Background: an optimization exercise with open tools, aiming at small area. Do not read the settings as production practice. The RTL was checked by simulation tests, not by an equivalence proof against the original design. No activity file was given, so power comes from the tool's default toggle rates.

[flow/design.v]
`timescale 1ns/1ps
module MRAM_IP(
  input BIST_EN,
  input BIST_HOLD_L,
  input DEBUG_Z,
  input TEST_MODE,
  output BIST_DONE,
  output BIST_FAIL,
  output SCAN_OUT_FAIL,
  input CLK,
  input RST_N,
  input [16:0] A,
  input [1:0]  NVR,
  input WEb,
  input CEb,
  input ECCBYPS,
  input [3:0] BEN,
  input [31:0] DIN,
  output [31:0] DOUT,
  output [3:0]  UE,
  output [3:0]  ERRF,
  output WRC,
  input  [51:0]  BK_DOUT,
  input  [4:0]   BK_WRC,
  output [9:0]   BK_ADDR,
  output [129:0] BK_CEB,
  output         BK_WEB,
  output [3:0]   BK_BEN,
  output [51:0]  BK_DIN
);
  localparam T_START = 3'd0, T_WUP = 3'd1, T_RWRIU = 3'd3, T_RWRU = 3'd2,
             T_RWRID = 3'd6, T_RWRD = 3'd7, T_RD = 3'd5, T_DONE = 3'd4;
  reg         bist_en_1, bist_en_2;
  reg  [2:0]  tstate;
  reg  [2:0]  rw_state;
  reg  [17:0] addr_reg;
  reg         tst_done_reg;
  reg         rslt_reg;
  reg         fail_mon;
  reg         hold_update_reg;
  localparam CS_IDLE = 3'd0, CS_SCAN = 3'd1, CS_HSCAN = 3'd2, CS_FF2 = 3'd3,
             CS_KEEP = 3'd4, CS_HKEEP = 3'd5, CS_HREC = 3'd6, CS_REC = 3'd7;
  localparam DS_IDLE = 3'd0, DS_FINAL = 3'd1, DS_SHIFT = 3'd2, DS_END1 = 3'd3,
             DS_END2 = 3'd4, DS_START2 = 3'd5;
  reg  [2:0]  cont_state;
  reg         start_diag, start_diag_1, start_diag_2;
  reg         diag_done, diag_done_1, diag_done_2;
  reg  [2:0]  diag_state;
  reg  [5:0]  shift_count;
  reg         dout_tmp;
  reg  [52:0] scan_sig;
  wire st_start = (tstate == T_START);
  wire st_w     = (tstate == T_WUP);
  wire st_r     = (tstate == T_RD);
  wire st_rwr   = tstate[1];
  wire st_done  = (tstate == T_DONE);
  wire pat      = (tstate == T_RWRIU) | (tstate == T_RWRID);
  wire dir_up   = ~tstate[2] & (tstate[1] | tstate[0]);
  wire dir_dn   =  tstate[2] & (tstate[1] | tstate[0]);
  wire wen_state = st_w | (st_rwr & (rw_state == 3'd3));
  wire cen_state = ~st_start;
  reg  [16:0] latch_a1;
  reg  [1:0]  latch_nvr;
  reg         latch_web, latch_ceb, latch_bypass;
  reg  [3:0]  latch_ben;
  reg  [31:0] latch_d;
  always @(posedge CLK or negedge RST_N) begin
    if (!RST_N) begin
      latch_a1     <= 17'd0;
      latch_nvr    <= 2'd0;
      latch_web    <= 1'b0;
      latch_ceb    <= 1'b0;
      latch_bypass <= 1'b0;
      latch_ben    <= 4'd0;
      latch_d      <= 32'd0;
    end else begin
      latch_a1     <= BIST_EN ? addr_reg[16:0] : A;
      latch_nvr    <= BIST_EN ? {addr_reg[17], addr_reg[10]} : NVR;
      latch_web    <= BIST_EN ? ~wen_state : WEb;
      latch_ceb    <= BIST_EN ? ~cen_state : CEb;
      latch_d      <= BIST_EN ? {32{pat}} : DIN;
      latch_bypass <= ECCBYPS;
      latch_ben    <= ~BEN;
    end
  end
  function [4:0] ecc_enc;    
    input [7:0] d;
    input       byp;
    reg   [4:1] p;
    begin
      p[1] = d[0]^d[1]^d[3]^d[4]^d[6];
      p[2] = d[0]^d[2]^d[3]^d[5]^d[6];
      p[3] = d[1]^d[2]^d[3]^d[7];
      p[4] = d[4]^d[5]^d[6]^d[7];
      ecc_enc = byp ? 5'd0 : {p[4:1], d[0]^d[1]^d[2]^d[4]^d[5]^d[7]};
    end
  endfunction
  wire [4:0] pe0 = ecc_enc(latch_d[7:0],   latch_bypass);
  wire [4:0] pe1 = ecc_enc(latch_d[15:8],  latch_bypass);
  wire [4:0] pe2 = ecc_enc(latch_d[23:16], latch_bypass);
  wire [4:0] pe3 = ecc_enc(latch_d[31:24], latch_bypass);
  assign BK_DIN  = {latch_d[24], pe3[3:0], pe2, pe1, pe0,
                    latch_d[31:25], pe3[4], latch_d[23:0]};
  assign BK_ADDR = latch_a1[9:0];
  assign BK_WEB  = latch_web;
  assign BK_BEN  = latch_ben;
  wire main_en = ~latch_ceb & ~latch_nvr[1];
  wire nvr_en  = ~latch_ceb &  latch_nvr[1];
  wire [7:0]  dec_lo;
  wire [15:0] dec_hi;
  genvar gi;
  generate
    for (gi = 0; gi < 8; gi = gi + 1) begin : g_lo
      assign dec_lo[gi] = main_en & (latch_a1[12:10] == gi);
    end
    for (gi = 0; gi < 16; gi = gi + 1) begin : g_hi
      assign dec_hi[gi] = (latch_a1[16:13] == gi);
    end
    for (gi = 0; gi < 128; gi = gi + 1) begin : g_ceb
      assign BK_CEB[gi] = ~(dec_hi[gi/8] & dec_lo[gi%8]);
    end
  endgenerate
  assign BK_CEB[128] = ~(nvr_en & ~latch_nvr[0]);
  assign BK_CEB[129] = ~(nvr_en &  latch_nvr[0]);
  assign WRC = dec_hi[0] & |(BK_WRC & dec_lo[4:0]);
  wire rd_en = ~latch_ceb & latch_web;
  function [9:0] ecc_dec;
    input [7:0] d;
    input [4:0] p;
    input       byp;
    reg   [3:0] s;
    reg         e1, e0;
    reg   [7:0] c;
    begin
      s[0] = (~byp & p[1]) ^ d[0]^d[1]^d[3]^d[4]^d[6];
      s[1] = (~byp & p[2]) ^ d[0]^d[2]^d[3]^d[5]^d[6];
      s[2] = (~byp & p[3]) ^ d[1]^d[2]^d[3]^d[7];
      s[3] = (~byp & p[4]) ^ d[4]^d[5]^d[6]^d[7];
      e1   = ~byp & (^{p, d});
      e0   = |s;
      c[0] = (s == 4'd3);
      c[1] = (s == 4'd5);
      c[2] = (s == 4'd6);
      c[3] = (s == 4'd7);
      c[4] = (s == 4'd9);
      c[5] = (s == 4'd10);
      c[6] = (s == 4'd11);
      c[7] = (s == 4'd12);
      ecc_dec = {~e1 & e0, e1 | e0, d ^ (c & {8{e1}})};
    end
  endfunction
  wire [9:0] dl0 = ecc_dec(BK_DOUT[7:0],   BK_DOUT[36:32], latch_bypass);
  wire [9:0] dl1 = ecc_dec(BK_DOUT[15:8],  BK_DOUT[41:37], latch_bypass);
  wire [9:0] dl2 = ecc_dec(BK_DOUT[23:16], BK_DOUT[46:42], latch_bypass);
  wire [9:0] dl3 = ecc_dec({BK_DOUT[31:25], BK_DOUT[51]},
                           {BK_DOUT[24], BK_DOUT[50:47]}, latch_bypass);
  wire [3:0] lane_en = {4{rd_en}} & latch_ben;
  wire [31:0] rd_data = {dl3[7:0] & {8{lane_en[3]}}, dl2[7:0] & {8{lane_en[2]}},
                         dl1[7:0] & {8{lane_en[1]}}, dl0[7:0] & {8{lane_en[0]}}};
  assign ERRF = lane_en & {dl3[8], dl2[8], dl1[8], dl0[8]};
  assign UE   = lane_en & {dl3[9], dl2[9], dl1[9], dl0[9]};
  wire [31:0] bp_reg;
  assign bp_reg[3:0]  = latch_a1[3:0];
  generate
    for (gi = 0; gi < 6; gi = gi + 1) begin : g_bpa
      assign bp_reg[4+gi] = latch_a1[4+2*gi] ^ latch_a1[5+2*gi];
    end
    for (gi = 0; gi < 12; gi = gi + 1) begin : g_bpd
      assign bp_reg[19+gi] = latch_d[8+2*gi] ^ latch_d[9+2*gi];
    end
  endgenerate
  assign bp_reg[10]    = latch_a1[16];
  assign bp_reg[18:11] = latch_d[7:0];
  assign bp_reg[31]    = latch_web ^ latch_ceb;
  assign DOUT = TEST_MODE ? bp_reg : rd_data;
  wire hold_flag = (cont_state == CS_SCAN) | (cont_state == CS_HSCAN) |
                   (cont_state == CS_KEEP) | (cont_state == CS_HKEEP);
  wire recovery  = (cont_state == CS_HREC) | (cont_state == CS_REC);
  wire int_hold  = DEBUG_Z & (cont_state != CS_IDLE) & (cont_state != CS_FF2);
  wire hold_update = BIST_HOLD_L & ~int_hold;
  wire is_cmp   = ((st_r | st_rwr) & (rw_state == 3'd1)) | (st_rwr & (rw_state == 3'd5));
  wire exp_ones = st_rwr & (((rw_state == 3'd1) & ~pat) | ((rw_state == 3'd5) & pat));
  wire mismatch = exp_ones ? ~(&DOUT) : (|DOUT);
  wire failure  = bist_en_2 & is_cmp & mismatch;
  wire step     = bist_en_2 & ~st_done & hold_update;
  wire end_addr = st_start | st_w | (st_r & (rw_state == 3'd2)) | (st_rwr & (rw_state == 3'd6));
  wire last     = st_start | (dir_up & addr_reg[17] & (&addr_reg[10:0])) |
                  (dir_dn & ~(|addr_reg));
  wire start_hi = (tstate == T_RWRU) | (tstate == T_RWRID) | (tstate == T_RWRD);
  reg  [2:0] next_t;
  always @(*) begin
    case (tstate)
      T_START: next_t = T_WUP;
      T_WUP:   next_t = T_RWRIU;
      T_RWRIU: next_t = T_RWRU;
      T_RWRU:  next_t = T_RWRID;
      T_RWRID: next_t = T_RWRD;
      T_RWRD:  next_t = T_RD;
      default: next_t = T_DONE;
    endcase
  end
  wire [17:0] addr_step = dir_up ? addr_reg + 18'd1 : addr_reg - 18'd1;
  wire upd      = bist_en_2 & ~st_done & hold_update_reg;
  wire upd_b    = upd & (is_cmp | st_w);
  always @(posedge CLK or negedge RST_N) begin
    if (!RST_N) begin
      bist_en_1       <= 1'b0;
      bist_en_2       <= 1'b0;
      tstate          <= T_START;
      rw_state        <= 3'd0;
      addr_reg        <= 18'h207ff;
      tst_done_reg    <= 1'b0;
      rslt_reg        <= 1'b0;
      fail_mon        <= 1'b0;
      hold_update_reg <= 1'b0;
    end else begin
      bist_en_1       <= BIST_EN;
      bist_en_2       <= bist_en_1;
      tst_done_reg    <= st_done & ~hold_flag;
      hold_update_reg <= hold_update;
      if (step) begin
        if (end_addr)
          rw_state <= 3'd0;
        else
          rw_state <= rw_state + 3'd1;
        if (end_addr) begin
          if (last) begin
            addr_reg <= start_hi ? 18'h207ff : 18'h00000;
            tstate   <= next_t;
          end else
            addr_reg <= addr_step;
        end
      end
      if (upd & failure)
        rslt_reg <= 1'b1;
      if (!hold_flag) begin
        if (recovery) begin
          if (upd_b | ~upd)
            fail_mon <= 1'b0;
        end else if (upd_b)
          fail_mon <= failure;
      end
    end
  end
  assign BIST_DONE = tst_done_reg;
  assign BIST_FAIL = DEBUG_Z ? (~tst_done_reg & fail_mon) : rslt_reg;
  wire enable = DEBUG_Z;
  always @(posedge CLK or negedge RST_N) begin
    if (!RST_N) begin
      start_diag  <= 1'b0;
      diag_done_1 <= 1'b0;
      diag_done_2 <= 1'b0;
      cont_state  <= CS_IDLE;
    end else begin
      diag_done_1 <= diag_done;
      diag_done_2 <= diag_done_1;
      if (enable) begin
        case (cont_state)
          CS_IDLE:
            if (failure) begin
              start_diag <= 1'b1;
              cont_state <= CS_SCAN;
            end
          CS_SCAN:
            if (failure)
              cont_state <= CS_HSCAN;
            else if (diag_done_2) begin
              start_diag <= 1'b0;
              cont_state <= CS_KEEP;
            end
          CS_KEEP:
            if (failure)
              cont_state <= diag_done_2 ? CS_HKEEP : CS_HREC;
            else if (!diag_done_2)
              cont_state <= CS_REC;
          CS_HSCAN:
            if (diag_done_2) begin
              start_diag <= 1'b0;
              cont_state <= CS_HKEEP;
            end
          CS_HKEEP:
            if (!diag_done_2)
              cont_state <= CS_HREC;
          CS_HREC:
            if (!diag_done_2)
              cont_state <= CS_FF2;
          CS_FF2:
            if (!diag_done_2) begin
              start_diag <= 1'b0;
              cont_state <= CS_IDLE;
            end
          default:  
            if (failure)
              cont_state <= CS_FF2;
            else if (!diag_done_2)
              cont_state <= CS_IDLE;
        endcase
      end else
        start_diag <= 1'b0;
    end
  end
  wire capture = enable & (((cont_state == CS_IDLE) & failure) |
                           ((cont_state == CS_HREC) & ~diag_done_2) |
                           ((cont_state == CS_REC) & failure));
  always @(posedge CLK) begin
    if (capture)
      scan_sig <= {DOUT, addr_reg, tstate};
  end
  always @(posedge CLK or negedge RST_N) begin
    if (!RST_N) begin
      shift_count  <= 6'd52;
      diag_done    <= 1'b0;
      start_diag_1 <= 1'b0;
      start_diag_2 <= 1'b0;
      diag_state   <= DS_IDLE;
      dout_tmp     <= 1'b0;
    end else begin
      start_diag_1 <= start_diag;
      start_diag_2 <= start_diag_1;
      if (enable) begin
        case (diag_state)
          DS_IDLE: begin
            diag_done <= 1'b0;
            dout_tmp  <= start_diag_2;
            if (start_diag_2)
              diag_state <= DS_START2;
          end
          DS_START2: begin
            diag_state <= DS_SHIFT;
            dout_tmp   <= 1'b1;
          end
          DS_SHIFT: begin
            dout_tmp <= scan_sig[shift_count];
            if (shift_count == 6'd0) begin
              diag_state  <= DS_END1;
              diag_done   <= 1'b1;
              shift_count <= 6'd52;
            end else
              shift_count <= shift_count - 6'd1;
          end
          DS_END1: begin
            diag_state <= DS_END2;
            dout_tmp   <= 1'b1;
          end
          DS_END2: begin
            diag_state <= DS_FINAL;
            diag_done  <= 1'b1;
            dout_tmp   <= 1'b1;
          end
          DS_FINAL: begin
            dout_tmp <= 1'b0;
            if (!start_diag_2) begin
              diag_state <= DS_IDLE;
              diag_done  <= 1'b0;
            end
          end
          default: begin
            shift_count <= 6'd52;
            diag_done   <= 1'b0;
            diag_state  <= DS_IDLE;
            dout_tmp    <= 1'b0;
          end
        endcase
      end else
        diag_done <= 1'b0;
    end
  end
  assign SCAN_OUT_FAIL = dout_tmp;
endmodule
[flow/constraint.sdc]
create_clock -name core_clock -period 10.0 [get_ports {CLK}]
set_input_delay 2.0000 -clock core_clock [delete_from_list [all_inputs] [get_ports {CLK}]]
set_output_delay 2.0000 -clock core_clock [all_outputs]
set_load 0.01 [all_outputs]
[flow/config.mk]
export PLATFORM = sky130hd
export DESIGN_NAME = MRAM_IP
export DESIGN_NICKNAME = MRAM_IP
export VERILOG_FILES = /design/flow/design.v
export SDC_FILE = /design/flow/constraint.sdc
export NUM_CORES = 4
export LEC_CHECK = 0
export CAP_MARGIN = 20
export CORE_MARGIN = 2
export CORE_UTILIZATION = 40
export SLEW_MARGIN = 20
[flow/run.sh]
#!/bin/bash
# synth_recipe.tcl (not shown) runs the flow's synth.tcl, then flattens the netlist and writes it again
# the make line also repeats each setting of config.mk as NAME=value (left out here)
make -C /OpenROAD-flow-scripts/flow DESIGN_CONFIG=/design/flow/config.mk WORK_HOME=/design/flow/orfs CLKGATE_MAP_FILE= SYNTH_SCRIPT=/design/flow/synth_recipe.tcl finish
==> impl_results.md <==
- DPL Wire Length: 31,950 um
- Drt drc: 0
- Power density over cell area: 129.2 nW/um^2
- PortBufs: 361
- Seq/Total Area, Yosys: 36.65%
- Tot Pwr: 2.093 mW
- Slew Limit Fails: 0
- Avg Vias per Cell: 5.300
- Post_cts resized: 0
- Layout Nets: 1,751
- DR WL/cell: 20.30 um
- Gr ovfl total: 0
- Synth Instances: 1,279
- Final setup vio count: 0
- Routability Congestion: 0.9193
- Maximum VDD drop: 0.1142 mV
- Detail Route Antenna Nets: 0
- Post-synth cell types: 86
- Syn Nets: 1,432
- Number of synthesized flops with an enable pin: 53
- Cts hold-fix bufs: 0
- Achievable Freq: 134.0 MHz
- Max Cap Violations: 0
- Max-slew headroom: 28.60%
- Pin count of the biggest net entering global routing: 58
- First-pass GRT wire length: 61,890 um
- Most common cell after layout, fill and taps aside: clkdlybuf4s50_1
- Die height: 175.0 um
- Max Root-Sink Buffers: 2
- Fillcell total: 2,632
- Largest family of logic cells by synthesized area: simple AND/OR/NAND/NOR gates
- Startpoint types: input port
- Leakage: 6.359 nW
- Adder-Cell Fraction of Synth Area: 3.486%
- Async set-reset flop share out of synthesis: 66.88%
- Starting density of the core: 40.65%
- Mapped Avg Cell Area: 9.148 sq um
- Synth Flop Type: dfrtp_1
- I/O pins: 362
- Worst Hold Class: reg -> reg
- Post-CTS setup buffer count: 0
- Num Clock Sinks: 160
- Xor/xnor cell area share of the yosys netlist: 16.96%
- Mux cell area share after synthesis: 5.272%
- Worst path required time: 8.00 ns
- Die X: 175.0 um
- Outcome: no timing/DRC/antenna violations
- WHS: 0.3489 ns
- Actual slew at the worst max-slew pin: 1.068 ns
- Setup crit end kind: output port
- CTS tree: done
- Largest register FFs: 53
- Rows: 62
- Htree depth: 4
- Crit Path Max Fanout: 9
- Final non-filler cell total: 1,996
- Clock buffer count from CTS: 17
- CTS Root Cell: clkbuf_16
- Worst-path clk slew: 0.07 ns
- Netlist Area Pre-Place: 11,700 sq um
- GRT Resource Usage Total: 26.42%
- Share of cells above drive strength 1: 8.566%
- Fin crit period: 7.465 ns
- Clk latency of the worst-skew pair: 0.43 ns
- Drt first pass iters: 5
- Critical path arrival: 5.47 ns
- Placed Instances: 1,963
- Post-synthesis compound-gate area fraction: 11.75%
- Final worst clock skew: 0.01424 ns
- Simple-gate share of the synthesized area: 20.45%
- Detailed-route via count: 10,580
- Fin. Hold Viols: 0
- Setup TNS: 0 ns
- Vias in the first global route: 10,410
- Most frequent cells in the layout: clkdlybuf4s50_1 (359), nand2_1 (241), xnor2_1 (114)
- Iter 0 DRT Violations: 656
- FF+latch count, synth: 160
- Setup CP Type: in -> out
- Die area: 30,630 sq um
- Area growth from synthesis to layout: 38.39%
- Drt total wl: 40,530 um
- Crit share post-route: 74.65%
- RSZ-0062 raised after global routing: no
- Warnings from Yosys: 1
- Core area: 28,780 sq um
- Antenna violations before repair: 1
-- metrics by stage --
step | area, sq um | utilization, % | setup WS [ns]
4_1_cts | 16190 | 56.25 | 2.548
5_1_grt | 16190 | 56.26 | 2.417
6_report | 16190 | 56.26 | 2.535
3_5_place_dp | 15570 | 54.11 | 2.531
2_1_floorplan | 11700 | - | 3.432
3_3_place_gp | 15570 | 54.10 | 2.578
-- cell type report --
class,instances,area [sq um],area share [%]
Multi-Input combinational cell,972,6812,42.07
Inverter,69,259.0,1.600
Sequential cell,160,4289,26.49
Tap cell,384,480.5,2.967
Clock buffer,18,439.2,2.712
Clock inverter,14,176.4,1.090
Antenna cell,1,2.502,0.01545
Timing Repair Buffer,378,3734,23.06
-- cell usage after synthesis, types with 23 or more instances --
cell / instances / share of area (%)
nand2_1: 241 / 7.7
a21oi_1: 41 / 1.8
ha_1: 31 / 3.3
edfxtp_1: 53 / 14
dfrtp_1: 92 / 20
nor2_1: 86 / 2.8
nor3_1: 24 / 1.0
o21ai_0: 82 / 3.5
xnor2_1: 114 / 8.5
inv_1: 69 / 2.2
xor2_1: 52 / 3.9
clkbuf_1: 48 / 1.5
nand3_1: 24 / 1.0
nor2b_1: 23 / 1.2
-- layer usage --
metal	global-route usage [%]	up-vias	part of all wire, %
met5	0	-	0
met4	12.29	0	4.4
met3	4.830	78	6.6
met2	47.00	427	51
met1	30.79	5039	38
li1	-	5035	-
-- path summary, 6_finish.rpt --
| path | startpoint | end | slack [ns] | cells after the start |
|---|---|---|---|---|
| min in group asynchronous | RST_N | diag_done_2 | 1.65 | 1 |
| min reg2reg | start_diag_1 | start_diag_2 | 0.35 | 0 |
| min | start_diag_1 | start_diag_2 | 0.35 | 0 |
| max | BK_DOUT[14] | DOUT[12] | 2.53 | 9 |
| max reg2reg | latch_bypass | scan_sig[37] | 4.52 | 15 |
| max in group asynchronous | RST_N | latch_ben[2] | 7.11 | 2 |
-- kinds of logic (layout without fill, tap and decap cells) --
logic type,count (synthesis),in the layout
other,0,1
buffers and inverters,147,479
adder cells (fa/ha/maj),32,32
AND/OR/NAND/NOR,494,494
multiplexers,38,38
flip-flops,160,160
XOR/XNOR,190,190
AO/OA/AOI/OAI,218,218
-- report_power, final --
part	switching, mW	total [mW]	leakage, nW	internal, mW
sequential	0.0660	0.792	1.85	0.726
clock	0.295	0.679	0.305	0.385
combinational	0.318	0.621	4.21	0.303
-- critical path, cell delays in order --
cell and delay (ns):
clkdlybuf4s50_1 0.53, xor2_2 0.22, xnor2_1 0.32, xnor3_1 0.48, nand2b_1 0.25, and3b_1 0.23
xnor2_1 0.14, o21ai_0 0.59, clkdlybuf4s50_1 0.70

-- afterwards: timing with drivers on the ports --
In the flow no input, the clock included, has a driving cell. The finished layout below was timed again as built, in two steps. Step 1: set_driving_cell puts a clkbuf_16 on CLK and a buf_2 on each other input, an assumption about the parent block. Step 2, shift: input delay + t, output delay - t, t = (earliest + latest rising clock arrival at the registers) / 2. This alone moves slack from input paths to output paths. a / b / c = ideal ports / drivers / drivers and shift; a / b = the first two.
t, ns: 0.467
setup WS [ns]: 2.535 / 2.506 / 2.506
clock arrival spread, ns: 0.014 / 0.015
slew at the worst register clock pin (ns): 0.07 / 0.07
pins driven straight from the clock port: 1
After both steps setup and hold are still met in this run. The setup slack of this run moves by -0.029 ns with the drivers and by -0.029 ns with both steps.
